What follows belongs to an exercise in optimizing a design on an open flow for small area; a production flow would make more cautious choices.
Function was checked by simulation only, so behaviour that the tests miss may differ from the original.
No activity file was given, so power comes from the tool's default toggle rates.

--- flow/config.mk ---
export PLATFORM = sky130hd
export DESIGN_NAME = udp_plus_fix
export DESIGN_NICKNAME = udp_plus_fix
export VERILOG_FILES = /design/flow/design.v
export SDC_FILE = /design/flow/constraint.sdc
export NUM_CORES = 4
export LEC_CHECK = 0
export CAP_MARGIN = 20
export CORE_MARGIN = 2
export CORE_UTILIZATION = 40
export CTS_CLUSTER_DIAMETER = 90
export CTS_CLUSTER_SIZE = 32
export SLEW_MARGIN = 20
--- flow/constraint.sdc ---
create_clock -name core_clock -period 10.0 [get_ports {clk}]
set_input_delay 2.0000 -clock core_clock [delete_from_list [all_inputs] [get_ports {clk}]]
set_output_delay 2.0000 -clock core_clock [all_outputs]
set_load 0.01 [all_outputs]
--- flow/design.v ---
`timescale 1ns / 1ps
module udp_parser (
    input            clk,
    input            rst,
    input      [7:0] data_in,
    input            valid_in,
    output reg [7:0] payload_data,
    output           packet_done
);
    localparam IDLE    = 2'd0;
    localparam HEADER  = 2'd1;
    localparam PAYLOAD = 2'd2;
    reg [15:0] byte_count;
    reg [15:0] udp_length;
    reg [1:0]  c_state;
    wire [15:0] byte_count_inc = byte_count + 16'd1;
    always @(posedge clk or posedge rst) begin
        if (rst) byte_count <= 16'd0;
        else if (valid_in) byte_count <= byte_count_inc;
        else byte_count <= 16'd0;
    end
    always @(posedge clk or posedge rst) begin
        if (rst) udp_length <= 16'd0;
        else if (c_state == IDLE) udp_length <= 16'd0;
        else if (byte_count == 16'd4) udp_length[15:8] <= data_in;
        else if (byte_count == 16'd5) udp_length[7:0] <= data_in;
    end
    assign packet_done = (byte_count == udp_length) & (c_state == IDLE);
    always @(posedge clk or posedge rst) begin
        if (rst) payload_data <= 8'd0;
        else if ((c_state == PAYLOAD) & valid_in) payload_data <= data_in;
        else payload_data <= 8'd0;
    end
    always @(posedge clk or posedge rst) begin
        if (rst) c_state <= IDLE;
        else case (c_state)
            IDLE:    if (valid_in) c_state <= HEADER;
            HEADER:  if (byte_count == 16'd7) c_state <= PAYLOAD;
            PAYLOAD: if (byte_count_inc == udp_length) c_state <= IDLE;
            default: ;
        endcase
    end
endmodule
`timescale 1ns / 1ps
module fix_parser (
    input        clk,
    input        rst,
    input  [7:0] data_in,
    output       msg_complete,
    output       tag_valid,
    output       tag_first,
    output       value_valid,
    output       value_first
);
localparam IDLE    = 3'b000;
localparam TAG     = 3'b100;
localparam EQUAL   = 3'b101;
localparam VALUE   = 3'b111;
localparam CONTROL = 3'b110;
localparam DONE    = 3'b010;
localparam RESET       = 3'b000;
localparam BEGINSTRING = 3'b001;
localparam BODY_LENGTH = 3'b011;
localparam BODY        = 3'b010;
localparam CHECKSUM    = 3'b110;
reg [2:0] c_state, n_state;
reg [2:0] c_s, n_s;
reg [7:0] LENGTH [0:4];
reg body_length_done;
wire body_length_value_en = (c_s == BODY_LENGTH) & (n_state == VALUE);
wire [16:0] L0 = {9'd0, LENGTH[0]}, L1 = {9'd0, LENGTH[1]}, L2 = {9'd0, LENGTH[2]};
wire [16:0] L3 = {9'd0, LENGTH[3]}, L4 = {9'd0, LENGTH[4]};
wire [16:0] len_hi = L3 + (L4 << 3) + (L4 << 1);
wire [16:0] len_hi_n = ~len_hi;
wire [16:0] body_length_value = L0 + (L1 << 1) + (L1 << 3) + (L2 << 2) + (L2 << 5) + (L2 << 6)
                              + (len_hi << 10) + (len_hi_n << 4) + (len_hi_n << 3) + 17'd24;
assign tag_valid    = (n_state == TAG);
assign tag_first    = tag_valid & (c_state != TAG);
assign value_valid  = (n_state == VALUE);
assign value_first  = (c_state == EQUAL);
assign msg_complete = (c_state == DONE);
wire length_keep = (c_s == BODY_LENGTH) | (c_s == BODY);
wire length_hold = length_keep & ~body_length_value_en;
wire [39:0] length_q = {LENGTH[4], LENGTH[3], LENGTH[2], LENGTH[1], LENGTH[0]};
wire [39:0] length_shift = {LENGTH[3], LENGTH[2], LENGTH[1], LENGTH[0], data_in - 8'h30};
wire [39:0] length_d = (length_shift & {40{body_length_value_en}}) | (length_q & {40{length_hold}});
always @(posedge clk) begin
    LENGTH[0] <= length_d[7:0];
    LENGTH[1] <= length_d[15:8];
    LENGTH[2] <= length_d[23:16];
    LENGTH[3] <= length_d[31:24];
    LENGTH[4] <= length_d[39:32];
end
reg [16:0] count_m1;
always @(posedge clk) begin
    if (count_m1 == body_length_value) begin
        count_m1 <= 17'h1ffff;
        body_length_done <= 1'b1;
    end else begin
        count_m1 <= (c_s == BODY) ? count_m1 + 17'd1 : 17'h1ffff;
        body_length_done <= 1'b0;
    end
end
always @(posedge clk or posedge rst) begin
    if (rst) c_state <= IDLE;
    else c_state <= n_state;
end
always @(*) begin
    n_state = c_state;
    case (c_state)
    IDLE:    if ((n_s == BEGINSTRING) | (n_s == BODY) | (n_s == BODY_LENGTH)) n_state = TAG;
    TAG:     if (data_in == 8'h3d) n_state = EQUAL;
    EQUAL:   n_state = VALUE;
    VALUE:   if (data_in == 8'h01) n_state = (c_s == CHECKSUM) ? DONE : CONTROL;
    CONTROL: n_state = TAG;
    DONE:    n_state = IDLE;
    default: ;
    endcase
end
always @(posedge clk or posedge rst) begin
    if (rst) c_s <= RESET;
    else c_s <= n_s;
end
always @(*) begin
    n_s = c_s;
    case (c_s)
    RESET:       if (data_in == 8'h38) n_s = BEGINSTRING;
    BEGINSTRING: if (data_in == 8'h01) n_s = BODY_LENGTH;
    BODY_LENGTH: if (data_in == 8'h01) n_s = BODY;
    BODY:        if (body_length_done) n_s = CHECKSUM;
    CHECKSUM:    if (data_in == 8'h01) n_s = RESET;
    default: ;
    endcase
end
endmodule
`timescale 1ns / 1ps
module fix_to_order_book (
    input             clk,
    input             rst,
    input      [7:0]  data,
    input             msg_complete,
    input             tag_valid,
    input             tag_first,
    input             value_valid,
    input             value_first,
    output            msg_valid,
    output            msg_type,
    output     [47:0] symbol_id,
    output            side,
    output     [63:0] price,
    output     [63:0] quantity,
    output     [31:0] order_id
);
    localparam [4:0] S_zzz = 5'd0;
    localparam [4:0] S_E = 5'd1;
    localparam [4:0] S_z = 5'd2;
    localparam [4:0] S_zz = 5'd3;
    localparam [4:0] S_zz1 = 5'd4;
    localparam [4:0] S_zzz1 = 5'd5;
    localparam [4:0] S_zzz3 = 5'd6;
    localparam [4:0] S_zzz5 = 5'd7;
    localparam [4:0] S_zz15 = 5'd8;
    localparam [4:0] S_zzz35 = 5'd17;
    localparam [4:0] S_zzz11 = 5'd18;
    localparam [4:0] S_zz150 = 5'd19;
    localparam [4:0] S_zzz39 = 5'd20;
    localparam [4:0] S_zzz54 = 5'd21;
    localparam [4:0] S_zz151 = 5'd22;
    localparam [4:0] S_zzz55 = 5'd23;
    localparam [4:0] S_zzz31 = 5'd24;
    function [4:0] dfa_next(input [4:0] s, input [7:0] b);
      begin
        case (s)
          S_zzz: begin
            if (b == 8'h00) dfa_next = S_zzz;
            else if (b == 8'h31) dfa_next = S_zzz1;
            else if (b == 8'h33) dfa_next = S_zzz3;
            else if (b == 8'h35) dfa_next = S_zzz5;
            else dfa_next = S_E;
          end
          S_E: begin
            if (b == 8'h00) dfa_next = S_z;
            else dfa_next = S_E;
          end
          S_z: begin
            if (b == 8'h00) dfa_next = S_zz;
            else dfa_next = S_E;
          end
          S_zz: begin
            if (b == 8'h00) dfa_next = S_zzz;
            else if (b == 8'h31) dfa_next = S_zz1;
            else dfa_next = S_E;
          end
          S_zz1: begin
            if (b == 8'h00) dfa_next = S_z;
            else if (b == 8'h35) dfa_next = S_zz15;
            else dfa_next = S_E;
          end
          S_zzz1: begin
            if (b == 8'h00) dfa_next = S_z;
            else if (b == 8'h31) dfa_next = S_zzz11;
            else if (b == 8'h35) dfa_next = S_zz15;
            else dfa_next = S_E;
          end
          S_zzz3: begin
            if (b == 8'h00) dfa_next = S_z;
            else if (b == 8'h31) dfa_next = S_zzz31;
            else if (b == 8'h35) dfa_next = S_zzz35;
            else if (b == 8'h39) dfa_next = S_zzz39;
            else dfa_next = S_E;
          end
          S_zzz5: begin
            if (b == 8'h00) dfa_next = S_z;
            else if (b == 8'h34) dfa_next = S_zzz54;
            else if (b == 8'h35) dfa_next = S_zzz55;
            else dfa_next = S_E;
          end
          S_zz15: begin
            if (b == 8'h00) dfa_next = S_z;
            else if (b == 8'h30) dfa_next = S_zz150;
            else if (b == 8'h31) dfa_next = S_zz151;
            else dfa_next = S_E;
          end
          S_zzz35: begin
            if (b == 8'h00) dfa_next = S_z;
            else dfa_next = S_E;
          end
          S_zzz11: begin
            if (b == 8'h00) dfa_next = S_z;
            else dfa_next = S_E;
          end
          S_zz150: begin
            if (b == 8'h00) dfa_next = S_z;
            else dfa_next = S_E;
          end
          S_zzz39: begin
            if (b == 8'h00) dfa_next = S_z;
            else dfa_next = S_E;
          end
          S_zzz54: begin
            if (b == 8'h00) dfa_next = S_z;
            else dfa_next = S_E;
          end
          S_zz151: begin
            if (b == 8'h00) dfa_next = S_z;
            else dfa_next = S_E;
          end
          S_zzz55: begin
            if (b == 8'h00) dfa_next = S_z;
            else dfa_next = S_E;
          end
          S_zzz31: begin
            if (b == 8'h00) dfa_next = S_z;
            else dfa_next = S_E;
          end
          default: dfa_next = S_E;
        endcase
      end
    endfunction
    localparam [3:0] C_NONE      = 4'd0;
    localparam [3:0] C_MSGTYPE   = 4'd1;
    localparam [3:0] C_CLORDID   = 4'd2;
    localparam [3:0] C_EXECTYPE  = 4'd3;
    localparam [3:0] C_ORDSTATUS = 4'd4;
    localparam [3:0] C_SIDE      = 4'd5;
    localparam [3:0] C_LEAVESQTY = 4'd6;
    localparam [3:0] C_SYMBOL    = 4'd7;
    localparam [3:0] C_LASTPX    = 4'd8;
    localparam [2:0] E_NONE = 3'd0, E_0 = 3'd1, E_F = 3'd2, E_4 = 3'd3, E_5 = 3'd4;
    localparam [1:0] O_NONE = 2'd0, O_0 = 2'd1, O_12 = 2'd2, O_4 = 2'd3;
    reg [4:0]  tag_dfa;
    reg [3:0]  tag_class;
    reg [63:0] value_stack;
    reg        MsgType8;
    reg [2:0]  ExecType;
    reg [1:0]  OrdStatus;
    reg [31:0] ClOrdID_n;
    reg [47:0] Symbol_n;
    reg        Side;
    reg [63:0] LeavesQty_n, LastPx_n;
    reg        mc1, mc2, mc3, mc4;
    reg        is_exec;
    wire tag_end = value_first;
    always @(posedge clk) begin
        if (tag_first) tag_dfa <= dfa_next(S_zzz, data);
        else if (tag_valid) tag_dfa <= dfa_next(tag_dfa, data);
    end
    always @(posedge clk or posedge rst) begin
        if (rst) tag_class <= C_NONE;
        else if (tag_end) tag_class <= tag_dfa[4] ? tag_dfa[3:0] : C_NONE;
    end
    reg [63:0] value_stack_n;
    always @(posedge clk) begin
        if (value_first) value_stack_n <= {56'hffffffffffffff, ~data};
        else if (value_valid) value_stack_n <= {value_stack_n[55:0], ~data};
    end
    always @(*) value_stack = ~value_stack_n;
    wire [7:0] v0 = value_stack[7:0];
    wire clear = mc4 & ~tag_end;
    wire wr_clordid   = tag_end & (tag_class == C_CLORDID);
    wire wr_symbol    = tag_end & (tag_class == C_SYMBOL);
    wire wr_leavesqty = tag_end & (tag_class == C_LEAVESQTY);
    wire wr_lastpx    = tag_end & (tag_class == C_LASTPX);
    reg has_clordid, has_symbol, has_leavesqty, has_lastpx;
    always @(posedge clk) begin
        if (wr_clordid)   ClOrdID_n   <= value_stack_n[31:0];
        if (wr_symbol)    Symbol_n    <= value_stack_n[47:0];
        if (wr_leavesqty) LeavesQty_n <= value_stack_n;
        if (wr_lastpx)    LastPx_n    <= value_stack_n;
    end
    always @(posedge clk or posedge rst) begin
        if (rst) begin
            has_clordid <= 1'b0; has_symbol <= 1'b0; has_leavesqty <= 1'b0; has_lastpx <= 1'b0;
        end else if (tag_end) begin
            if (wr_clordid)   has_clordid <= 1'b1;
            if (wr_symbol)    has_symbol <= 1'b1;
            if (wr_leavesqty) has_leavesqty <= 1'b1;
            if (wr_lastpx)    has_lastpx <= 1'b1;
        end else if (clear) begin
            has_clordid <= 1'b0; has_symbol <= 1'b0; has_leavesqty <= 1'b0; has_lastpx <= 1'b0;
        end
    end
    always @(posedge clk or posedge rst) begin
        if (rst) begin
            MsgType8  <= 1'b0;
            ExecType  <= E_NONE;
            OrdStatus <= O_NONE;
            Side      <= 1'b0;
        end else if (tag_end) begin
            case (tag_class)
            C_MSGTYPE:   MsgType8 <= (v0 == 8'h38);
            C_EXECTYPE:  ExecType <= (v0 == 8'h30) ? E_0 : (v0 == 8'h46) ? E_F :
                                     (v0 == 8'h34) ? E_4 : (v0 == 8'h35) ? E_5 : E_NONE;
            C_ORDSTATUS: OrdStatus <= (v0 == 8'h30) ? O_0 :
                                      (v0 == 8'h31 || v0 == 8'h32) ? O_12 :
                                      (v0 == 8'h34) ? O_4 : O_NONE;
            C_SIDE:      Side <= v0[0];
            default: ;
            endcase
        end else if (clear) begin
            MsgType8  <= 1'b0;
            ExecType  <= E_NONE;
            OrdStatus <= O_NONE;
            Side      <= 1'b0;
        end
    end
    always @(posedge clk or posedge rst) begin
        if (rst) begin
            mc1 <= 1'b0; mc2 <= 1'b0; mc3 <= 1'b0; mc4 <= 1'b0;
            is_exec <= 1'b0;
        end else begin
            mc1 <= msg_complete; mc2 <= mc1; mc3 <= mc2; mc4 <= mc3;
            if (msg_complete) is_exec <= MsgType8;
        end
    end
    wire accepted = ((ExecType == E_0) & (OrdStatus == O_0)) |
                    ((ExecType == E_F) & (OrdStatus == O_12)) |
                    ((ExecType == E_4) & (OrdStatus == O_4)) |
                    (ExecType == E_5);
    wire shown = (mc2 | mc3) & is_exec;
    wire sel = shown & accepted;
    assign msg_valid = shown;
    assign msg_type  = ~(sel & ~((ExecType == E_0) & (OrdStatus == O_0)));
    assign symbol_id = ~(Symbol_n    | {48{~(sel & has_symbol)}});
    assign side      = sel & Side;
    assign price     = ~(LastPx_n    | {64{~(sel & has_lastpx)}});
    assign quantity  = ~(LeavesQty_n | {64{~(sel & has_leavesqty)}});
    assign order_id  = ~(ClOrdID_n   | {32{~(sel & has_clordid)}});
endmodule
`timescale 1ns / 1ps
module udp_plus_fix(
    input         clk,
    input         rst,
    input  [7:0]  data_in,
    input         valid_in,
    output        fix_packet_done_in,
    output        msg_valid,
    output        msg_type,
    output [47:0] symbol_id,
    output        side,
    output [63:0] price,
    output [63:0] quantity,
    output [31:0] order_id
    );
    wire [7:0] fix_data;
    wire msg_complete, tag_valid, tag_first, value_valid, value_first;
    udp_parser udp(
        .clk(clk), .rst(rst), .data_in(data_in), .valid_in(valid_in),
        .payload_data(fix_data), .packet_done(fix_packet_done_in));
    fix_parser fp(
        .clk(clk), .rst(rst), .data_in(fix_data),
        .msg_complete(msg_complete), .tag_valid(tag_valid), .tag_first(tag_first),
        .value_valid(value_valid), .value_first(value_first));
    fix_to_order_book fto(
        .clk(clk), .rst(rst), .data(fix_data), .msg_complete(msg_complete),
        .tag_valid(tag_valid), .tag_first(tag_first),
        .value_valid(value_valid), .value_first(value_first),
        .msg_valid(msg_valid), .msg_type(msg_type), .symbol_id(symbol_id),
        .side(side), .price(price), .quantity(quantity), .order_id(order_id));
endmodule
--- flow/flow/run.sh ---
#!/bin/bash
# The standard layout, with every port buffered by the smallest buffer
# (sky130_fd_sc_hd__buf_1) instead of the one buffer_ports picks by default.
set -euo pipefail
bash standard.sh "BUFFER_PORTS_ARGS=-buffer_cell sky130_fd_sc_hd__buf_1" finish > standard_flow.log 2>&1
--- flow/standard.sh ---
#!/bin/bash
# synth_recipe.tcl (not shown) runs the flow's synth.tcl, then flattens the netlist and writes it again
# the make line also repeats each setting of config.mk as NAME=value (left out here)
make -C /OpenROAD-flow-scripts/flow DESIGN_CONFIG=/design/flow/config.mk WORK_HOME=/design/flow/orfs CLKGATE_MAP_FILE= SYNTH_SCRIPT=/design/flow/synth_recipe.tcl "${@:-finish}"
==> results of run 1 <==
==> power by group through the flow <==
stage	combinational, uW	sequential, uW	clock (uW)
CTS	85.3	1740	1070
global placement	82.5	1780	0
global route	95.5	1740	1130
finish	84.8	1740	1040
detailed placement	85.0	1780	0
floorplan	67.4	1780	0
==> cells in the final DEF (no fill, tap or decap), drive strengths merged, types with 11 or more instances in the layout <==
cell type / count
inv: 91
a21oi: 34
and2: 25
buf: 235
nor2b: 12
nor3: 15
edfxtp: 221
o21ai: 62
nor4: 17
nand3: 125
and3: 19
clkbuf: 27
ha: 56
mux2i: 23
nand2b: 11
xnor2: 57
nand4: 15
fa: 47
dfxtp: 114
nand2: 234
xor2: 39
nor2: 269
dfrtp: 68
==> kinds of logic after synthesis <==
| family | after synthesis | share of synthesized area, % |
|---|---|---|
| compound gates | 168 | 5.87 |
| xor+xnor | 96 | 4.47 |
| fa+ha+maj | 103 | 8.73 |
| buf+inv | 174 | 3.92 |
| flops | 403 | 56.5 |
| mux | 25 | 1.34 |
| other cells | 1 | 0.0199 |
| simple gates | 784 | 19.2 |
==> cell type report <==
cell class	instances	area [um^2]	area share [%]
inverter	88	330	1.58
tap	607	759	3.63
multi-input combinational	1177	7490	35.8
timing repair buffer	235	931	4.46
clock buffer	27	548	2.62
sequential	403	10600	50.8
clock inverter	11	220	1.05
==> state kept, by name, summed over array words and instances, names as in the netlist, 2 cells and up <==
name	flops
fto.OrdStatus	2
fto.value_stack_n	64
udp.byte_count	16
udp.udp_length	16
fto.tag_dfa	5
fto.LastPx_n	64
udp.c_state	2
fto.tag_class	4
fp.c_s	3
fp.c_state	3
fp.LENGTH	40
fto.ClOrdID_n	32
udp.payload_data	8
fto.ExecType	3
fp.count_m1	17
fto.Symbol_n	48
fto.LeavesQty_n	64
==> stage by stage <==
stage	power [uW]	hold WS, ns	instance area [um^2]	setup slack [ns]
after floorplan	1840	0.331	18800	4.02
final	2870	0.358	20900	3.46
after global routing	2970	0.371	20900	2.88
after CTS	2900	0.362	20900	3.43
after global placement	1860	0.335	20100	3.60
after detailed placement	1860	0.336	20100	3.48
==> layer usage <==
layer / wire length (um) / part of all wire, %
met1: 20600 / 47
met2: 20400 / 47
met3: 2040 / 4.7
met4: 648 / 1.5
met5: 0 / 0
==> worst paths after layout <==
| kind | to | slack, ns |
|---|---|---|
| max in group asynchronous | fto.ExecType[1]$_DFFE_PP0P_ | 7.74 |
| min in group asynchronous | udp.udp_length[3]$_DFFE_PP0P_ | 1.67 |
| worst max register to register | fp.count_m1[15]$_SDFF_PP1_ | 3.46 |
| worst min register to register | fto.mc2$_DFF_PP0_ | 0.36 |
| worst max-delay path | fp.count_m1[15]$_SDFF_PP1_ | 3.46 |
| worst min-delay path | fto.mc2$_DFF_PP0_ | 0.36 |
==> worst max-delay path, stage by stage (launching register included) <==
cell      delay, ns
dfxtp_1        0.38
ha_1           0.19
inv_1          0.07
fa_1           0.55
inv_1          0.04
ha_1           0.32
a21oi_1        0.24
nor2b_1        0.07
o21ai_0        0.22
nor2b_1        0.19
xor2_1         0.33
fa_1           0.47
inv_1          0.07
fa_1           0.40
inv_1          0.09
fa_1           0.39
ha_1           0.30
ha_1           0.43
a211oi_4       0.31
o311ai_1       0.14
a31o_2         0.25
a21oi_1        0.18
xnor2_1        0.14
a31oi_4        0.46
o21ai_0        0.16
==> flow_summary.ini, run 1 <==
[status]
outcome = no timing/DRC/antenna violations

[drt]
avgViaCountPerCell = 5.11
detail-route-antenna-nets = 0
detailroute.via_count = 13017
drt-initial-drc-count = 1068
drt-wirelength-per-cell_um = 17.1
drt_pre_antenna_iters = 5
route.final.wire_length_um = 43700
drcViolationCount = 0

[power_and_ir_drop]
power_frac_clock_pct = 36.3
p_int_uw = 2200
leakage_power_uw = 0.00885
power_switching_share_pct = 23.2
power_density_mw_per_mm2 = 137
share_of_power_burned_in_registers_pct = 60.8
power.share.combinational_pct = 3.0
vdd_ir_drop_max_mv = 0.113
net-switching-power_uw = 665

[timing]
post-route-min-period_ns = 6.54
final-setup-viol-count = 0
clock.fmax_mhz = 153
finalHoldViolCount = 0
timing_worst_slew_pin_value_ns = 1.02
grt_setup_unrepaired = no
fin_worst_skew_ns = 0.0532
worst_slew_margin_rel_pct = 31.6
slew_viol_final = 0
final.setup.tns_ns = 0
post_route_clock_period_utilization_pct = 65.4

[clock_network]
clk_path_buf_depth = 3
cts_root_buffer = clkbuf_16
cts_resized = 0
cts_clk_pin_slew_worst_paths_ns = 0.11
cts_inserted_buffers = 21
tritoncts_clock_tree = done
cts_hold_repair.buffers = 0
cts_setup_buffers = 0
worst_skew_pair.late_latency_ns = 0.57
cts_num_sinks = 403
h-tree-depth = 1

[critical_path]
arrival_ns = 6.94
startpoint_type = flip-flop
reg2reg_from = fp.LENGTH[4][0]$_DFF_P_
worstSetupPathType = flip-flop to flip-flop
cp_max_fo = 17
setup.worst_path.start = fp.LENGTH[4][0]$_DFF_P_
reg2reg_depth = 24
crit_required_ns = 10.40
timing.critical_path.to_type = flip-flop

[grt]
globalRouteMet2Util_pct = 29.0
grt_first_pass_wirelength_um = 71500
gr-usage-met3_pct = 1.97
grt_start_max_net_pins = 71
global_route.peak_usage_layer = met2
gr-usage-all-layers_pct = 17.8
first_global_vias = 12652
global_route.usage.met1_pct = 26.0
overflow = 0
grt_antenna_before_repair = 0

[floorplan]
die-height_um = 221
ios = 223
initial_core_util_pct = 40.5
die_width_um = 221
design.core.area_mm2 = 0.0465
floorplan.die_area_mm2 = 0.0488
rows = 79

[hold_path]
hp-start = fto.mc1$_DFF_PP0_
worst_hold_path_type = flip-flop to flip-flop
min_delay_path_depth = 0

[yosys]
syn-num-nets = 1868
cell_with_the_most_instances_after_synthesis = nor2_1
post_synth_instance_area_mm2 = 0.0188
synth_seq_area_share_pct = 56.5
post_synth.cell_area_avg_um2 = 10.7
synth_cell_types = 82
synth_enable_flop_cells = 221
postSynth.topFlopCell = edfxtp_1
yosys_register_bits = 403
post_synth_inst_count = 1754
ys_warn_count = 4
synth_area_leaders = edfxtp_1, dfxtp_1, dfrtp_1, nor2_1, fa_1
yosysTopAreaCell = edfxtp_1
synth.top_cell.area_share_pct = 35.3
synth.top_cells.by_count = nor2_1, nand2_1, edfxtp_1
async_flop_share_pct = 16.9

[layout]
insertedDiodeCount = 0
layout.core_utilization_pct = 45.0
fin_cells = 2548
post_route_cells_drive_above_1_share_pct = 4.33
area_growth_syn_to_layout_pct = 11.1
final.fill_count = 4475
layout.nets = 2040

[placed_design]
hpwlAfterDp_um = 29900
placed_cells = 2510
gpl.final_weighted_congestion = 0.848
place.port_buffers = 222

[job]
max-cap-violations = 0
==> run 2, diff against run 1 <==
--- a/flow/config.mk
+++ b/flow/config.mk
@@ -6,8 +6,9 @@
 export NUM_CORES = 4
 export LEC_CHECK = 0
+export ABC_AREA = 1
 export CAP_MARGIN = 20
 export CORE_MARGIN = 2
 export CORE_UTILIZATION = 40
-export CTS_CLUSTER_DIAMETER = 90
-export CTS_CLUSTER_SIZE = 32
+export CTS_CLUSTER_DIAMETER = 100
+export CTS_CLUSTER_SIZE = 25
 export SLEW_MARGIN = 20
==> run 2 against run 1 <==
Net effect: still clean on timing, DRC and antenna; cell count increased by 6.8%; combinational power increased to 3.5 times the previous value; flip-flop and latch count unchanged; largest cell class unchanged.
==> flow_summary.ini, run 2 <==
[placed_design]
place.port_buffers = 222
placed_cells = 2685
gpl.final_weighted_congestion = 0.836
hpwlAfterDp_um = 31400

[yosys]
yosys_register_bits = 403
postSynth.topFlopCell = edfxtp_1
syn-num-nets = 2011
yosysTopAreaCell = edfxtp_1
async_flop_share_pct = 16.9
synth_cell_types = 58
post_synth.cell_area_avg_um2 = 9.88
synth_enable_flop_cells = 221
cell_with_the_most_instances_after_synthesis = nor2_1
synth_area_leaders = edfxtp_1, dfxtp_1, dfrtp_1, nor2_1, nand2_1
ys_warn_count = 4
post_synth_instance_area_mm2 = 0.0188
synth.top_cells.by_count = nor2_1, nand2_1, inv_1
post_synth_inst_count = 1897
synth.top_cell.area_share_pct = 35.4
synth_seq_area_share_pct = 56.6

[clock_network]
cts_num_sinks = 403
tritoncts_clock_tree = done
cts_clk_pin_slew_worst_paths_ns = 0.10
cts_resized = 0
worst_skew_pair.late_latency_ns = 0.55
h-tree-depth = 1
clk_path_buf_depth = 3
cts_inserted_buffers = 20
cts_root_buffer = clkbuf_16
cts_setup_buffers = 0
cts_hold_repair.buffers = 0

[hold_path]
hold_end = fto.mc2$_DFF_PP0_
min_delay_path_depth = 0
worst_hold_path_type = flip-flop to flip-flop
hp-start = fto.mc1$_DFF_PP0_

[job]
max-cap-violations = 0

[grt]
grt_antenna_before_repair = 0
gr-usage-all-layers_pct = 18.1
overflow = 0
grt_start_max_net_pins = 110
grt_first_pass_wirelength_um = 69600
first_global_vias = 12769

[critical_path]
critPathMostFrequentCell = nand2_1
worst_path_largest_cell_delay_ns = 0.55
arrival_ns = 6.66
startpoint_type = flip-flop
reg2reg_from = fp.LENGTH[4][0]$_DFF_P_
reg2reg_depth = 32
timing.rr.end = fp.count_m1[16]$_SDFF_PP1_
timing.critical_path.to_type = flip-flop
cp_max_fo = 17
worstSetupPathType = flip-flop to flip-flop
crit_slowest_cell = fa_1
reg2reg_setup_slack_ns = 3.76
crit_required_ns = 10.42

[power_and_ir_drop]
leakage_power_uw = 0.00779
power_density_mw_per_mm2 = 146
vdd_ir_drop_max_mv = 0.109

[status]
outcome = no timing/DRC/antenna violations

[floorplan]
initial_core_util_pct = 40.4
floorplan.die_area_mm2 = 0.0486
ios = 223
die_width_um = 221
die-height_um = 221
design.core.area_mm2 = 0.0465
rows = 79

[drt]
drt-wirelength-per-cell_um = 16.4
detail-route-antenna-nets = 0
detailroute.via_count = 13449
drt_pre_antenna_iters = 7
drt-initial-drc-count = 1133
drcViolationCount = 0
avgViaCountPerCell = 4.94
route.final.wire_length_um = 44700

[timing]
slew_viol_final = 0
final-setup-viol-count = 0
worst_slew_margin_rel_pct = 37.0
finalHoldViolCount = 0
clock.fmax_mhz = 160
post-route-min-period_ns = 6.24
fin_worst_skew_ns = 0.0173
timing_worst_slew_pin_value_ns = 0.945
post_route_clock_period_utilization_pct = 62.4
grt_setup_unrepaired = no
final.setup.tns_ns = 0

[layout]
insertedDiodeCount = 0
area_growth_syn_to_layout_pct = 11.2
final.fill_count = 4483
layout_common_cells = nor2_1, nand2_1, inv_1
layout.nets = 2215
reg.largest.list = fto.LastPx_n: 64 flops, fto.LeavesQty_n: 64 flops, fto.value_stack_n: 64 flops
leading_cell_type_in_the_layout_fill_and_taps_excluded = nor2_1
fin_cells = 2722
post_route_cells_drive_above_1_share_pct = 5.01
## run 2: cell families after synthesis
| group | after synthesis | synth area share, % |
|---|---|---|
| DFF | 403 | 56.6 |
| muxes | 1 | 0.0600 |
| buffers and inverters | 316 | 6.59 |
| and+or+nand+nor | 786 | 18.1 |
| xor gates and xnor gates | 59 | 2.76 |
| AOI/OAI and AO/OA | 228 | 7.03 |
| adders and majority gates | 103 | 8.75 |
| other | 1 | 0.0200 |
## run 2: layer usage
layer / GRT usage (%) / share of wire, % / vias up
met5: 0 / 0 / -
met1: 25.0 / 46 / 6441
li1: - / - / 6625
met4: 4.11 / 1.9 / 0
met2: 30.6 / 47 / 336
met3: 2.12 / 4.9 / 47
## run 2: power by group
part | internal, uW | switching [uW]
clock network | 401 | 518
logic | 101 | 198
registers | 1780 | 48.1
total | 2280 | 765
## run 2: worst max-delay path by stage
stage	start	cells after the start	slack [ns]	endpoint
after floorplan	fp.c_state[2]$_DFF_PP0_	5	4.00	fto.LastPx_n[0]$_DFFE_PP_
after global placement	fp.LENGTH[4][0]$_DFF_P_	32	3.87	fp.count_m1[2]$_SDFF_PP1_
after detailed placement	fp.LENGTH[4][0]$_DFF_P_	32	3.80	fp.count_m1[3]$_SDFF_PP1_
after CTS	fp.LENGTH[4][0]$_DFF_P_	32	3.75	fp.count_m1[5]$_SDFF_PP1_
after global routing	fp.LENGTH[4][0]$_DFF_P_	33	3.25	fp.count_m1[1]$_SDFF_PP1_
final	fp.LENGTH[4][0]$_DFF_P_	32	3.76	fp.count_m1[16]$_SDFF_PP1_
## run 2: final cells by class
class	count	area (um^2)	share of cell area, %
Clock buffer	33	571	2.74
Clock inverter	3	30.0	0.144
Inverter	263	987	4.73
Multi-Input combinational cell	1178	6950	33.3
Sequential cell	403	10600	50.9
Tap cell	607	759	3.64
Timing Repair Buffer	235	943	4.52
## run 2: stage by stage
step                      power [uW]  utilization, %  setup WS (ns)  area (um^2)  hold slack [ns]
final                           3050            44.9           3.76        20900            0.351
after global routing            3190            44.9           3.25        20900            0.374
after CTS                       3080            44.8           3.75        20800            0.351
after detailed placement        2160            43.5           3.80        20200            0.336
after global placement          2160            43.5           3.87        20200            0.332
after floorplan                 2080               -           4.00        18800            0.331
## run 2: critical path: cells and delay by family, from the launching register on
| family | cells | cell delay (ns) |
|---|---|---|
| compound gates | 5 | 0.72 |
| buf+inv | 6 | 0.32 |
| flops | 1 | 0.38 |
| simple gates | 13 | 1.44 |
| fa+ha+maj | 8 | 3.27 |
==> run 3, diff against run 2 <==
--- a/flow/config.mk
+++ b/flow/config.mk
@@ -6,5 +6,4 @@
 export NUM_CORES = 4
 export LEC_CHECK = 0
-export ABC_AREA = 1
 export CAP_MARGIN = 20
 export CORE_MARGIN = 2
==> run 3 against run 2 <==
Net effect: hold slack improved by 0.0042 ns; combinational power is 72% lower; clock skew up 0.0045 ns; clock-buffer cell count increased by 1; synthesized cell count fell by 7.5%; area after synthesis rose by 0.29%; power decreased by 8.1%; critical path depth decreased by 5; core utilization fell by 0.15 points; cell count fell by 6.4%; flip-flop and latch count stayed put; die area up 0.28%; highest routed layer unchanged.
==> flow_summary.ini, run 3 <==
[status]
outcome = no timing/DRC/antenna violations

[timing]
grt_setup_unrepaired = no
post-route-min-period_ns = 6.54
fin_worst_skew_ns = 0.0219
slew_viol_final = 0
final.setup.tns_ns = 0
clock.fmax_mhz = 153
post_route_clock_period_utilization_pct = 65.4
worst_slew_margin_rel_pct = 31.3
final-setup-viol-count = 0
finalHoldViolCount = 0
timing_worst_slew_pin_value_ns = 1.03

[layout]
layout.cell_area.non_filler_mm2 = 0.0208
area_growth_syn_to_layout_pct = 10.5
insertedDiodeCount = 0
leading_cell_type_in_the_layout_fill_and_taps_excluded = nor2_1
reg.largest.list = fto.LastPx_n: 64 flops, fto.LeavesQty_n: 64 flops, fto.value_stack_n: 64 flops
layout.core_utilization_pct = 44.7
layout.nets = 2040
multiInputGateArea_mm2 = 0.00749
fin_cells = 2548
sequential_standard_cell_area_mm2 = 0.0106
layout_common_cells = nor2_1, nand2_1, buf_1
final.fill_count = 4480
post_route_cells_drive_above_1_share_pct = 4.07

[critical_path]
worst_path_largest_cell_delay_ns = 0.54
reg2reg_from = fp.LENGTH[4][0]$_DFF_P_
reg2reg_depth = 27
reg2reg_setup_slack_ns = 3.46
timing.rr.end = fp.count_m1[15]$_SDFF_PP1_
arrival_ns = 6.94
startpoint_type = flip-flop
critical_path_cell_count = 27
cp_max_fo = 17
critPathMostFrequentCell = ha_1
crit_required_ns = 10.40
timing.critical_path.to_type = flip-flop
crit_slowest_cell = fa_1
timing.critical_path.max_delay_family = adder cells
cp.buffers_inverters = 4
worstSetupPathType = flip-flop to flip-flop

[yosys]
synth_enable_flop_cells = 221
synth_seq_area_share_pct = 56.5
synth.top_cells.by_count = nor2_1, nand2_1, edfxtp_1
post_synth.cell_area_avg_um2 = 10.7
synth.top_cell.area_share_pct = 35.3
postSynth.topFlopCell = edfxtp_1
synth_cell_types = 82
ys_warn_count = 4
synth_area_leaders = edfxtp_1, dfxtp_1, dfrtp_1, nor2_1, fa_1
post_synth_instance_area_mm2 = 0.0188
post_synth_inst_count = 1754
yosys_register_bits = 403
yosysTopAreaCell = edfxtp_1
syn-num-nets = 1868
async_flop_share_pct = 16.9
cell_with_the_most_instances_after_synthesis = nor2_1

[power_and_ir_drop]
vdd_ir_drop_max_mv = 0.104
power.share.combinational_pct = 3.0
share_of_power_burned_in_registers_pct = 62.2
p_int_uw = 2200
leakage_power_uw = 0.00881
power_switching_share_pct = 21.5
net-switching-power_uw = 602
fin_total_pwr_uw = 2800
power_frac_clock_pct = 34.8
power_density_mw_per_mm2 = 135

[drt]
drt_pre_antenna_iters = 7
drt-initial-drc-count = 1047
avgViaCountPerCell = 5.13
drcViolationCount = 0
drt-wirelength-per-cell_um = 17.1
detail-route-antenna-nets = 0
route.final.wire_length_um = 43500
detailroute.via_count = 13066

[floorplan]
design.core.area_mm2 = 0.0465
floorplan.die_area_mm2 = 0.0488
rows = 79
initial_core_util_pct = 40.5
die-height_um = 221
ios = 223
die_width_um = 221

[clock_network]
cts_setup_buffers = 0
cts_clk_pin_slew_worst_paths_ns = 0.10
worst_skew_pair.late_latency_ns = 0.55
clk_path_buf_depth = 3
cts_inserted_buffers = 21
cts_root_buffer = clkbuf_16
cts_num_sinks = 403
tritoncts_clock_tree = done
cts_resized = 0
h-tree-depth = 1
cts_hold_repair.buffers = 0

[grt]
grt_first_pass_wirelength_um = 71600
grt_antenna_before_repair = 0
first_global_vias = 12643
overflow = 0
grt_start_max_net_pins = 71
gr-usage-all-layers_pct = 17.9

[hold_path]
hold_end = fto.mc2$_DFF_PP0_
worst_hold_path_type = flip-flop to flip-flop
min_delay_path_depth = 0
hp-start = fto.mc1$_DFF_PP0_

[job]
max-cap-violations = 0

[placed_design]
gpl.final_weighted_congestion = 0.848
hpwlAfterDp_um = 29900
placedInstanceArea_mm2 = 0.0201
placed_cells = 2510
place.port_buffers = 222
run 3: cell types whose count changed in the layout (fill, tap and decap cells not counted), sizes merged, moves of 36 or more:
cell   change
nor2      -53
o21ai     -47
inv      -170
nand2     -56
xnor2     +38
o22ai     -36
run 3: worst max-delay path by stage:
stage	startpoint	end	slack (ns)
final	fp.LENGTH[4][0]$_DFF_P_	fp.count_m1[15]$_SDFF_PP1_	3.46
after global routing	fp.LENGTH[3][3]$_DFF_P_	fp.count_m1[15]$_SDFF_PP1_	2.87
after CTS	fp.LENGTH[3][3]$_DFF_P_	fp.count_m1[15]$_SDFF_PP1_	3.43
after detailed placement	fp.LENGTH[3][3]$_DFF_P_	fp.count_m1[15]$_SDFF_PP1_	3.48
after global placement	fp.LENGTH[4][0]$_DFF_P_	fp.count_m1[5]$_SDFF_PP1_	3.60
after floorplan	fp.LENGTH[4][0]$_DFF_P_	fp.count_m1[10]$_SDFF_PP1_	4.02
run 3: logic make-up after synthesis:
| family | count (synthesis) | share of synthesized area [%] |
|---|---|---|
| and+or+nand+nor | 784 | 19.2 |
| DFF | 403 | 56.5 |
| buffers and inverters | 174 | 3.92 |
| AOI/OAI and AO/OA | 168 | 5.87 |
| adders and majority gates | 103 | 8.73 |
| xor gates and xnor gates | 96 | 4.47 |
| muxes | 25 | 1.34 |
| other | 1 | 0.0199 |
run 3: metal layers:
metal	vias to the layer above	track usage, %	share of wire, %
met1	6377	26.2	47
met3	32	2.27	4.9
met2	336	28.9	47
li1	6321	-	-
met4	0	2.84	1.4
met5	-	0	0
run 3: per-stage QoR:
| step | hold WS [ns] | setup slack (ns) |
|---|---|---|
| after floorplan | 0.331 | 4.02 |
| after global placement | 0.335 | 3.60 |
| after detailed placement | 0.336 | 3.48 |
| after CTS | 0.360 | 3.43 |
| after global routing | 0.369 | 2.87 |
| final | 0.356 | 3.46 |
run 3: power groups by stage:
stage               Combinational, uW  Sequential, uW  Clock, uW
floorplan                        67.4            1780          0
global placement                 82.5            1780          0
detailed placement               85.0            1780          0
CTS                              85.2            1740       1010
global route                     95.5            1740       1070
finish                           84.3            1740        974
run 3: area by class of cell:
class | instances | area share [%]
inverter | 88 | 1.59
timing repair buffer | 235 | 4.48
clock buffer | 34 | 2.91
clock inverter | 4 | 0.271
multi-input combinational | 1177 | 36.0
tap | 607 | 3.65
sequential | 403 | 51.1
==> run 4, diff against run 3 <==
--- a/flow/config.mk
+++ b/flow/config.mk
@@ -6,7 +6,8 @@
 export NUM_CORES = 4
 export LEC_CHECK = 0
+export ABC_AREA = 1
 export CAP_MARGIN = 20
 export CORE_MARGIN = 2
-export CORE_UTILIZATION = 40
+export CORE_UTILIZATION = 65
 export CTS_CLUSTER_DIAMETER = 100
 export CTS_CLUSTER_SIZE = 25
==> run 4 against run 3 <==
Net effect: via count rose by 4.7%; critical path depth up 4; first-iteration DRC count up 6.0%; power increased by 8.1%; sequential power up 5%; synthesized cell count up 8.2%; final area decreased by 1.1%; die area is 38% lower.
==> flow_summary.ini, run 4 <==
[clock_network]
cts_hold_repair.buffers = 0
tritoncts_clock_tree = done
h-tree-depth = 1
cts_inserted_buffers = 20
cts_resized = 0
cts_num_sinks = 403
clk_path_buf_depth = 3
worst_skew_pair.late_latency_ns = 0.53
cts_setup_buffers = 0
cts_clk_pin_slew_worst_paths_ns = 0.09
cts_root_buffer = clkbuf_16

[timing]
timing_worst_slew_pin_value_ns = 1.08
grt_setup_unrepaired = no
fin_worst_skew_ns = 0.0154
post-route-min-period_ns = 6.22
slew_viol_final = 0
final.setup.tns_ns = 0
final-setup-viol-count = 0
post_route_clock_period_utilization_pct = 62.2
clock.fmax_mhz = 161
worst_slew_margin_rel_pct = 27.5
finalHoldViolCount = 0

[hold_path]
hp-start = fto.mc1$_DFF_PP0_
worst_hold_path_type = flip-flop to flip-flop
min_delay_path_depth = 0
hold_end = fto.mc2$_DFF_PP0_

[grt]
grt_first_pass_wirelength_um = 66700
grt_antenna_before_repair = 2
first_global_vias = 12758
gr-usage-all-layers_pct = 27.4
overflow = 0
grt_start_max_net_pins = 119

[placed_design]
placed_cells = 2460
hpwlAfterDp_um = 30000
placedInstanceArea_mm2 = 0.0199
place.port_buffers = 222
gpl.final_weighted_congestion = 0.891

[critical_path]
cp.buffers_inverters = 6
timing.rr.end = fp.count_m1[4]$_SDFF_PP1_
reg2reg_from = fp.LENGTH[4][0]$_DFF_P_
worstSetupPathType = flip-flop to flip-flop
crit_slowest_cell = fa_1
startpoint_type = flip-flop
critPathMostFrequentCell = nand2_1
arrival_ns = 6.68
timing.critical_path.to_type = flip-flop
cp_max_fo = 17
reg2reg_depth = 31
timing.critical_path.max_delay_family = adder cells
crit_required_ns = 10.45
reg2reg_setup_slack_ns = 3.78
worst_path_largest_cell_delay_ns = 0.53

[floorplan]
rows = 62
design.core.area_mm2 = 0.0285
die_width_um = 174
floorplan.die_area_mm2 = 0.0302
ios = 223
die-height_um = 174
initial_core_util_pct = 65.7

[power_and_ir_drop]
power_density_mw_per_mm2 = 147
leakage_power_uw = 0.00776
vdd_ir_drop_max_mv = 0.149

[drt]
drcViolationCount = 0
detail-route-antenna-nets = 0
avgViaCountPerCell = 5.48
drt_pre_antenna_iters = 5
route.final.wire_length_um = 42100
drt-initial-drc-count = 1110
detailroute.via_count = 13678
drt-wirelength-per-cell_um = 16.8

[yosys]
synth_area_leaders = edfxtp_1, dfxtp_1, dfrtp_1, nor2_1, nand2_1
yosys_register_bits = 403
post_synth_inst_count = 1897
synth.top_cell.area_share_pct = 35.4
syn-num-nets = 2011
cell_with_the_most_instances_after_synthesis = nor2_1
postSynth.topFlopCell = edfxtp_1
post_synth_instance_area_mm2 = 0.0188
synth.top_cells.by_count = nor2_1, nand2_1, inv_1
yosysTopAreaCell = edfxtp_1
synth_cell_types = 58
synth_enable_flop_cells = 221
post_synth.cell_area_avg_um2 = 9.88
synth_seq_area_share_pct = 56.6
ys_warn_count = 4
async_flop_share_pct = 16.9

[layout]
area_growth_syn_to_layout_pct = 9.61
layout.nets = 2212
fin_cells = 2498
post_route_cells_drive_above_1_share_pct = 4.83
reg.largest.list = fto.LastPx_n: 64 flops, fto.LeavesQty_n: 64 flops, fto.value_stack_n: 64 flops
leading_cell_type_in_the_layout_fill_and_taps_excluded = nor2_1
layout.cell_area.non_filler_mm2 = 0.0206
layout_common_cells = nor2_1, nand2_1, inv_1

[status]
outcome = no timing/DRC/antenna violations

[job]
max-cap-violations = 0
## run 4: cell families (layout without fill, tap and decap cells)
family          after synthesis  in the layout  synth area share [%]
flops                       403            403                  56.6
fa+ha+maj                   103            103                  8.75
other cells                   1              3                0.0200
buf+inv                     316            531                  6.59
mux                           1              1                0.0600
simple gates                786            786                  18.1
compound gates              228            228                  7.03
xor+xnor                     59             59                  2.76
## run 4: worst max path at each step
stage / start / end / slack, ns / depth (start not counted)
after floorplan: fp.c_state[2]$_DFF_PP0_ / fto.LastPx_n[0]$_DFFE_PP_ / 4.00 / 5
after global placement: fp.LENGTH[4][0]$_DFF_P_ / fp.count_m1[2]$_SDFF_PP1_ / 3.91 / 32
after detailed placement: fp.LENGTH[4][0]$_DFF_P_ / fp.count_m1[0]$_SDFF_PP1_ / 3.82 / 32
after CTS: fp.LENGTH[4][0]$_DFF_P_ / fp.count_m1[16]$_SDFF_PP1_ / 3.80 / 31
after global routing: fp.LENGTH[4][0]$_DFF_P_ / fp.count_m1[0]$_SDFF_PP1_ / 3.30 / 31
final: fp.LENGTH[4][0]$_DFF_P_ / fp.count_m1[4]$_SDFF_PP1_ / 3.78 / 31
## run 4: cell type report
type                       instances  area, um^2
clock inverter                     2        27.5
fill                            2221        7990
timing repair buffer             232         908
inverter                         263         987
sequential                       403       10600
tap                              384         480
clock buffer                      34         574
multi-input combinational       1178        6950
antenna                            2        5.00
## run 4: through the flow
| step | setup WS, ns | power (uW) | util, % | hold WS [ns] |
|---|---|---|---|---|
| after floorplan | 4.00 | 2080 | - | 0.331 |
| after global placement | 3.91 | 2150 | 69.8 | 0.343 |
| after detailed placement | 3.82 | 2160 | 69.8 | 0.338 |
| after CTS | 3.80 | 3040 | 71.9 | 0.369 |
| after global routing | 3.30 | 3140 | 72.0 | 0.372 |
| final | 3.78 | 3030 | 72.0 | 0.366 |
## run 4: per-layer routing
layer | up-vias | share of wire [%] | track usage, %
li1 | 6629 | - | -
met4 | 0 | 1.9 | 5.99
met3 | 51 | 5.3 | 2.24
met1 | 6532 | 43 | 38.2
met5 | - | 0 | 0
met2 | 466 | 49 | 47.6
## run 4: report_power, final
part,switching (uW),internal [uW]
Sequential,49.0,1780
Combinational,199,101
Clock,497,402
Total,745,2280
==> run 5, diff against run 4 <==
--- a/flow/design.v
+++ b/flow/design.v
@@ -69,10 +69,11 @@
 reg body_length_done;
 wire body_length_value_en = (c_s == BODY_LENGTH) & (n_state == VALUE);
-wire [16:0] L0 = {9'd0, LENGTH[0]}, L1 = {9'd0, LENGTH[1]}, L2 = {9'd0, LENGTH[2]};
-wire [16:0] L3 = {9'd0, LENGTH[3]}, L4 = {9'd0, LENGTH[4]};
-wire [16:0] len_hi = L3 + (L4 << 3) + (L4 << 1);
-wire [16:0] len_hi_n = ~len_hi;
-wire [16:0] body_length_value = L0 + (L1 << 1) + (L1 << 3) + (L2 << 2) + (L2 << 5) + (L2 << 6)
-                              + (len_hi << 10) + (len_hi_n << 4) + (len_hi_n << 3) + 17'd24;
+reg [16:0] body_length_value;
+wire [7:0]  new_digit = data_in - 8'h30;
+wire [16:0] L4w = {9'd0, LENGTH[4]};
+wire [16:0] L4n = ~L4w;
+wire [16:0] pushed_value = (body_length_value << 3) + (body_length_value << 1) + {9'd0, new_digit}
+                         + (L4n << 16) + (L4n << 15) + (L4n << 10) + (L4n << 9) + (L4n << 7) + (L4n << 5)
+                         + 17'h186a0;
 assign tag_valid    = (n_state == TAG);
 assign tag_first    = tag_valid & (c_state != TAG);
@@ -86,4 +87,5 @@
 wire [39:0] length_d = (length_shift & {40{body_length_value_en}}) | (length_q & {40{length_hold}});
 always @(posedge clk) begin
+    body_length_value <= body_length_value_en ? pushed_value : (length_keep ? body_length_value : 17'd0);
     LENGTH[0] <= length_d[7:0];
     LENGTH[1] <= length_d[15:8];
--- a/flow/config.mk
+++ b/flow/config.mk
@@ -6,8 +6,7 @@
 export NUM_CORES = 4
 export LEC_CHECK = 0
-export ABC_AREA = 1
 export CAP_MARGIN = 20
 export CORE_MARGIN = 2
-export CORE_UTILIZATION = 65
+export CORE_UTILIZATION = 40
 export CTS_CLUSTER_DIAMETER = 100
 export CTS_CLUSTER_SIZE = 25
==> run 5 against run 4 <==
Net effect: cell count is 2.2% lower; flip-flop and latch count is 17 higher; first-iteration DRC count is 6.8% lower; clock power is 11% higher; clock skew is 0.017 ns higher; wire length is 0.29% higher; still clean; die area is 56% higher; maximum frequency is 26% higher; largest cell class unchanged.
==> flow_summary.ini, run 5 <==
[timing]
setup_ws_ns = 5.06
finalHoldViolCount = 0
post_route_clock_period_utilization_pct = 49.4
fin_worst_skew_ns = 0.0327
final-setup-viol-count = 0
post-route-min-period_ns = 4.94
worst_slew_margin_rel_pct = 28.5
clock.fmax_mhz = 203
final.setup.tns_ns = 0
timing_worst_slew_pin_value_ns = 1.07
slew_viol_final = 0
grt_setup_unrepaired = no

[floorplan]
ios = 223
floorplan.die_area_mm2 = 0.0471
design.core.area_mm2 = 0.0451
die_width_um = 217
rows = 78
die-height_um = 217
initial_core_util_pct = 40.3

[yosys]
postSynth.topFlopCell = edfxtp_1
post_synth_inst_count = 1644
synth_compound_gate_area_share_pct = 3.73
synth.top_cells.by_count = nor2_1, nand2_1, edfxtp_1
synth_enable_flop_cells = 238
post_synth.cell_area_avg_um2 = 11.0
yosysTopAreaCell = edfxtp_1
muxShareOfSynthArea_pct = 1.29
post_synth_fa_ha_maj_area_fraction_pct = 7.17
cell_with_the_most_instances_after_synthesis = nor2_1
post_synth_instance_area_mm2 = 0.0182
yosys_register_bits = 420
synth_cell_types = 70
synth_seq_area_share_pct = 61.3
yosys.area_share.xor_xnor_pct = 4.34
synth_area_leaders = edfxtp_1, dfxtp_1, dfrtp_1, nor2_1, nand2_1
ys_warn_count = 4
synth.top_cell.area_share_pct = 39.4
yosys.area_share.simple_pct = 18.8
largest_family_of_logic_cells_by_synthesized_area = simple AND/OR/NAND/NOR gates
syn-num-nets = 1738
async_flop_share_pct = 16.2

[critical_path]
cp_max_fo = 48
worstSetupPathType = flip-flop to output port
cp.buffers_inverters = 1
reg2reg_setup_slack_ns = 5.21
timing.critical_path.max_delay_family = simple AND/OR/NAND/NOR gates
worst_path_largest_cell_delay_ns = 0.63
timing.critical_path.to_type = output port
startpoint_type = flip-flop
crit_slowest_cell = nand2_2
timing.critical_path.cells = nand2_1 -> nor3_1 -> a31oi_1 -> o22ai_1 -> and2_0 -> nand2_2 -> nor2_1 -> buf_1
crit_required_ns = 8.00
arrival_ns = 2.94

[layout]
leading_cell_type_in_the_layout_fill_and_taps_excluded = nor2_1
area_growth_syn_to_layout_pct = 11.6
post_route_cells_drive_above_1_share_pct = 3.91
reg.largest.list = fto.LastPx_n: 64 flops, fto.LeavesQty_n: 64 flops, fto.value_stack_n: 64 flops
insertedDiodeCount = 0
layout_common_cells = nor2_1, edfxtp_1, nand2_1
layout.nets = 1921

[placed_design]
gpl.final_weighted_congestion = 0.857
pre_cts_ws_ns = 5.22
hpwlAfterDp_um = 28500
place.port_buffers = 222

[power_and_ir_drop]
power_density_mw_per_mm2 = 161
vdd_ir_drop_max_mv = 0.137
leakage_power_uw = 0.00887

[clock_network]
cts_resized = 0
h-tree-depth = 1
cts_root_buffer = clkbuf_16
cts_inserted_buffers = 22
tritoncts_clock_tree = done
cts_setup_buffers = 0
cts_hold_repair.buffers = 0
cts_num_sinks = 420
worst_skew_pair.late_latency_ns = 0.56
clk_path_buf_depth = 3
cts_clk_pin_slew_worst_paths_ns = 0.10

[job]
max-cap-violations = 0

[drt]
drt-wirelength-per-cell_um = 17.3
avgViaCountPerCell = 5.06
drcViolationCount = 0
detail-route-antenna-nets = 0
drt-initial-drc-count = 1034
detailroute.via_count = 12361
drt_pre_antenna_iters = 7
route.final.wire_length_um = 42200

[grt]
grt_antenna_before_repair = 0
gr-usage-all-layers_pct = 17.7
overflow = 0
first_global_vias = 11796
grt_start_max_net_pins = 69
grt_first_pass_wirelength_um = 66800

[status]
outcome = no timing/DRC/antenna violations

[hold_path]
worst_hold_path_type = flip-flop to flip-flop
## run 5: cell type report
cell class	count	area [um^2]
fill	4259	24800
multi-input combinational	1068	6450
clock inverter	5	83.8
sequential	420	11100
clock buffer	35	599
tap	600	751
inverter	76	285
timing repair buffer	239	961
## run 5: kinds of logic after synthesis
family | after synthesis
xor+xnor | 90
mux | 23
compound gates | 106
fa+ha+maj | 83
flops | 420
buf+inv | 156
simple gates | 766
## run 5: worst register-to-register path, cell delays in order (launching register included)
cell,delay [ns]
dfrtp_1,0.45
ha_1,0.26
xor2_1,0.17
fa_1,0.50
inv_1,0.05
fa_1,0.48
inv_1,0.05
fa_1,0.48
inv_1,0.04
ha_1,0.30
ha_1,0.29
a211oi_1,0.29
o21ai_0,0.18
a31oi_1,0.25
o21ai_0,0.18
o41ai_1,0.34
xnor2_1,0.16
nor2_1,0.05
## run 5: worst paths after layout
kind	from	endpoint	cells after the start
max	fto.ExecType[1]$_DFFE_PP0P_	symbol_id[45]	8
min	fto.mc1$_DFF_PP0_	fto.mc2$_DFF_PP0_	0
max reg2reg	udp.payload_data[4]$_DFF_PP0_	fp.body_length_value[16]$_SDFFCE_PN0P_	17
min reg2reg	fto.mc1$_DFF_PP0_	fto.mc2$_DFF_PP0_	0
max in group asynchronous	rst	udp.udp_length[3]$_DFFE_PP0P_	3
min in group asynchronous	rst	udp.byte_count[11]$_DFF_PP0_	3
## run 5: report_power, final
part | internal [uW] | leakage, uW | total (uW) | switching, uW
Clock | 432 | 0.000323 | 999 | 567
Combinational | 153 | 0.00407 | 331 | 178
Sequential | 1860 | 0.00448 | 1940 | 74.7
Total | 2450 | 0.00887 | 3270 | 820
## run 5: layer usage
| metal | routed length, um | track usage (%) | vias to the layer above | share of wire (%) |
|---|---|---|---|---|
| met4 | 628 | 3.36 | 0 | 1.5 |
| met2 | 19600 | 28.2 | 371 | 46 |
| li1 | - | - | 5916 | - |
| met1 | 19800 | 26.3 | 6039 | 47 |
| met3 | 2190 | 2.15 | 35 | 5.2 |
| met5 | 0 | 0 | - | 0 |
## run 5: metrics by stage
| step | hold slack [ns] | area, um^2 | utilization (%) | std cells | total power [uW] |
|---|---|---|---|---|---|
| CTS | 0.333 | 20300 | 44.9 | 2443 | 3310 |
| detailed placement | 0.348 | 19600 | 43.4 | 2403 | 2310 |
| global route | 0.334 | 20300 | 44.9 | 2443 | 3410 |
| global placement | 0.339 | 19600 | 43.4 | 2403 | 2290 |
| finish | 0.332 | 20300 | 44.9 | 2443 | 3270 |
| floorplan | 0.331 | 18200 | - | 1644 | 2220 |
==> run 6, diff against run 5 <==
--- a/flow/design.v
+++ b/flow/design.v
@@ -69,11 +69,11 @@
 reg body_length_done;
 wire body_length_value_en = (c_s == BODY_LENGTH) & (n_state == VALUE);
-reg [16:0] body_length_value;
+reg [16:0] remaining;
 wire [7:0]  new_digit = data_in - 8'h30;
-wire [16:0] L4w = {9'd0, LENGTH[4]};
-wire [16:0] L4n = ~L4w;
-wire [16:0] pushed_value = (body_length_value << 3) + (body_length_value << 1) + {9'd0, new_digit}
-                         + (L4n << 16) + (L4n << 15) + (L4n << 10) + (L4n << 9) + (L4n << 7) + (L4n << 5)
-                         + 17'h186a0;
+wire [16:0] L4 = {9'd0, LENGTH[4]};
+wire [16:0] L4n = ~L4;
+wire [16:0] pushed_value = (remaining << 3) + (remaining << 1) + {9'd0, new_digit}
+                         + (L4 << 15) + (L4n << 11) + (L4 << 8) + (L4 << 6) + (L4 << 5)
+                         + 17'd2039;
 assign tag_valid    = (n_state == TAG);
 assign tag_first    = tag_valid & (c_state != TAG);
@@ -87,5 +87,8 @@
 wire [39:0] length_d = (length_shift & {40{body_length_value_en}}) | (length_q & {40{length_hold}});
 always @(posedge clk) begin
-    body_length_value <= body_length_value_en ? pushed_value : (length_keep ? body_length_value : 17'd0);
+    remaining <= body_length_value_en ? pushed_value :
+                 (c_s == BODY_LENGTH) ? remaining :
+                 (c_s == BODY) ? remaining - 17'd1 : 17'd1;
+    body_length_done <= (remaining == 17'd0);
     LENGTH[0] <= length_d[7:0];
     LENGTH[1] <= length_d[15:8];
@@ -94,14 +97,4 @@
     LENGTH[4] <= length_d[39:32];
 end
-reg [16:0] count_m1;
-always @(posedge clk) begin
-    if (count_m1 == body_length_value) begin
-        count_m1 <= 17'h1ffff;
-        body_length_done <= 1'b1;
-    end else begin
-        count_m1 <= (c_s == BODY) ? count_m1 + 17'd1 : 17'h1ffff;
-        body_length_done <= 1'b0;
-    end
-end
 always @(posedge clk or posedge rst) begin
     if (rst) c_state <= IDLE;
==> run 6 against run 5 <==
Net effect: still clean on timing, DRC and antenna; flip-flop and latch count fell by 17; hold slack better by 0.037 ns; wire length shrank 2.0%; via count down 2.5%; power is 40% higher; maximum frequency down 1.4%; first-iteration DRC count is 11% lower; global-route usage down 0.099 points; synthesized cell count shrank 1.6%.
==> flow_summary.ini, run 6 <==
[status]
outcome = no timing/DRC/antenna violations

[yosys]
synth_cell_types = 71
synth.top_cells.by_count = nor2_1, edfxtp_1, nand2_1
yosysTopAreaCell = edfxtp_1
synth_seq_area_share_pct = 60.6
async_flop_share_pct = 16.9
synth.top_cell.area_share_pct = 40.2
post_synth_inst_count = 1617
cell_with_the_most_instances_after_synthesis = nor2_1
postSynth.topFlopCell = edfxtp_1
synth_enable_flop_cells = 238
ys_warn_count = 4
yosys_register_bits = 403
post_synth_instance_area_mm2 = 0.0178
post_synth.cell_area_avg_um2 = 11.0
syn-num-nets = 1705
synth_area_leaders = edfxtp_1, dfxtp_1, dfrtp_1, nor2_1, nand2_1

[timing]
post-route-min-period_ns = 5.00
finalHoldViolCount = 0
post_route_clock_period_utilization_pct = 50.0
worst_slew_margin_rel_pct = 32.9
fin_worst_skew_ns = 0.0236
timing_worst_slew_pin_value_ns = 1.01
clock.fmax_mhz = 200
fin_hold_ws_ns = 0.369
grt_setup_unrepaired = no
final.setup.tns_ns = 0
final-setup-viol-count = 0
slew_viol_final = 0

[layout]
layout.core_utilization_pct = 44.9
final.fill_count = 4195
layout.cell_area.non_filler_mm2 = 0.0198
post_route_cells_drive_above_1_share_pct = 4.16
layout.nets = 1876
fin_cells = 2395
area_growth_syn_to_layout_pct = 11.1
layout_common_cells = nor2_1, edfxtp_1, buf_1
reg.largest.list = fto.LastPx_n: 64 flops, fto.LeavesQty_n: 64 flops, fto.value_stack_n: 64 flops
leading_cell_type_in_the_layout_fill_and_taps_excluded = nor2_1

[drt]
detail-route-antenna-nets = 0
drt-wirelength-per-cell_um = 17.3
drt-initial-drc-count = 918
drt_pre_antenna_iters = 5
route.final.wire_length_um = 41400
avgViaCountPerCell = 5.03
drcViolationCount = 0
detailroute.via_count = 12050

[placed_design]
placed_cells = 2357
place.port_buffers = 222
gpl.final_weighted_congestion = 0.838
placedInstanceArea_mm2 = 0.0191
hpwlAfterDp_um = 28100

[grt]
global_route.usage.met1_pct = 25.5
gr-usage-all-layers_pct = 17.6
global_route.peak_usage_layer = met2
grt_first_pass_wirelength_um = 66000
grt_antenna_before_repair = 0
gr-usage-met3_pct = 2.05
globalRouteMet2Util_pct = 28.8
grt_start_max_net_pins = 69
first_global_vias = 11709
overflow = 0

[job]
max-cap-violations = 0

[clock_network]
cts_clk_pin_slew_worst_paths_ns = 0.10
h-tree-depth = 1
cts_root_buffer = clkbuf_16
clk_path_buf_depth = 3
cts_num_sinks = 403
cts_setup_buffers = 0
cts_inserted_buffers = 21
cts_resized = 0
worst_skew_pair.late_latency_ns = 0.55
cts_hold_repair.buffers = 0
tritoncts_clock_tree = done

[critical_path]
worstSetupPathType = flip-flop to output port
timing.critical_path.cells = nor3_1 -> a31oi_1 -> o22ai_1 -> and2_0 -> nand2_2 -> buf_4 -> nor2_1 -> buf_1
crit_required_ns = 8.00
startpoint_type = flip-flop
worst_path_largest_cell_delay_ns = 0.45
cp.buffers_inverters = 2
timing.critical_path.max_delay_family = simple AND/OR/NAND/NOR gates
timing.critical_path.to_type = output port
crit_slowest_cell = dfrtp_1
arrival_ns = 3.00
cp_max_fo = 42

[floorplan]
die-height_um = 215
ios = 223
floorplan.die_area_mm2 = 0.0462
rows = 77
die_width_um = 215
design.core.area_mm2 = 0.0440
initial_core_util_pct = 40.4

[power_and_ir_drop]
leakage_power_uw = 0.00860
vdd_ir_drop_max_mv = 0.185
power_density_mw_per_mm2 = 231

[hold_path]
worst_hold_path_type = flip-flop to flip-flop
==> run 6: cell count changes after synthesis, moves of 7 or more <==
cell / before / now
and3_1: 24 / 17
o22ai_1: 3 / 16
nand2_1: 240 / 224
xor2_1: 43 / 29
dfxtp_1: 114 / 97
nand4_1: 19 / 9
o21ai_0: 29 / 37
==> run 6: stage by stage <==
stage / worst slack (ns) / total power, uW
finish: 5.00 / 4560
global route: 4.73 / 4920
CTS: 4.95 / 4590
detailed placement: 5.56 / 3630
global placement: 5.49 / 3600
floorplan: 1.64 / 3290
==> run 6: metal layers <==
layer	wire, um	vias up
li1	-	5829
met1	19400	5877
met2	19400	304
met3	2000	40
met4	595	0
met5	0	-
==> run 6: final cells by class <==
class	count	area, um^2	share of cell area [%]
Sequential cell	403	10800	54.6
Multi-Input combinational cell	1048	6370	32.2
Timing Repair Buffer	235	943	4.77
Tap cell	592	741	3.75
Clock buffer	33	571	2.89
Inverter	79	297	1.50
Clock inverter	4	56.3	0.285
Antenna cell	1	2.50	0.0127
==> run 6: final timing paths <==
kind	depth (start not counted)	from	end	slack (ns)
setup / recovery	8	fto.ExecType[0]$_DFFE_PP0P_	price[20]	5.00
hold / removal	0	fto.mc1$_DFF_PP0_	fto.mc2$_DFF_PP0_	0.37
setup reg to reg	13	udp.payload_data[4]$_DFF_PP0_	fp.remaining[14]$_DFFE_PP_	5.67
hold reg to reg	0	fto.mc1$_DFF_PP0_	fto.mc2$_DFF_PP0_	0.37
max in group asynchronous	3	rst	udp.byte_count[3]$_DFF_PP0_	7.75
min in group asynchronous	3	rst	fto.mc1$_DFF_PP0_	1.70
==> run 6: kinds of logic after synthesis <==
family	after synthesis	share of synthesized area [%]
mux	22	1.27
xor+xnor	75	3.69
flops	403	60.6
compound gates	130	4.54
fa+ha+maj	78	6.95
simple gates	743	19.1
buf+inv	166	3.79
==> run 6: where the power goes <==
group | total [uW] | switching (uW) | internal [uW]
Clock | 941 | 532 | 410
Sequential | 1930 | 102 | 1820
Combinational | 1690 | 919 | 771
==> run 6: worst register-to-register path: stages (launching register included) <==
cell and delay (ns):
dfrtp_1 0.44, ha_1 0.27, xnor2_1 0.26, fa_1 0.49
fa_1 0.52, fa_1 0.50, ha_1 0.36, nand3_1 0.12
a2bb2oi_1 0.16, a21oi_1 0.32, a21oi_1 0.16, a21boi_0 0.24
xnor2_1 0.14, o22ai_1 0.09

[what the ideal ports hide]
The results above use ideal ports. As a check the final layouts listed here were re-extracted and re-timed, cells and wires unchanged.
Step 1 sets driving cells, clkbuf_16 on the clock port and buf_2 on the other inputs (assumed; they add their load-dependent delay and slew).
Step 2 also shifts input and output timing later by t, the mid clock arrival at the registers, as if the neighbouring blocks saw the same clock.
Slacks: ideal / step 1 / step 2; pairs: ideal / step 1.
run | t, ns | setup slack, ns | hold WS [ns] | cell pins on the clock port's net
run 1 | 0.599 | 3.462 / 3.462 / 3.462 | 0.358 / 0.358 / 0.358 | 1
run 2 | 0.591 | 3.758 / 3.758 / 3.758 | 0.351 / 0.351 / 0.351 | 1
run 3 | 0.596 | 3.459 / 3.459 / 3.459 | 0.356 / 0.356 / 0.356 | 1
run 4 | 0.571 | 3.776 / 3.776 / 3.776 | 0.366 / 0.366 / 0.366 | 1
run 5 | 0.603 | 5.065 / 5.012 / 5.207 | 0.332 / 0.332 / 0.332 | 1
run 6 | 0.584 | 4.997 / 4.949 / 5.533 | 0.369 / 0.369 / 0.369 | 1
After both steps every run listed still meets setup and hold.
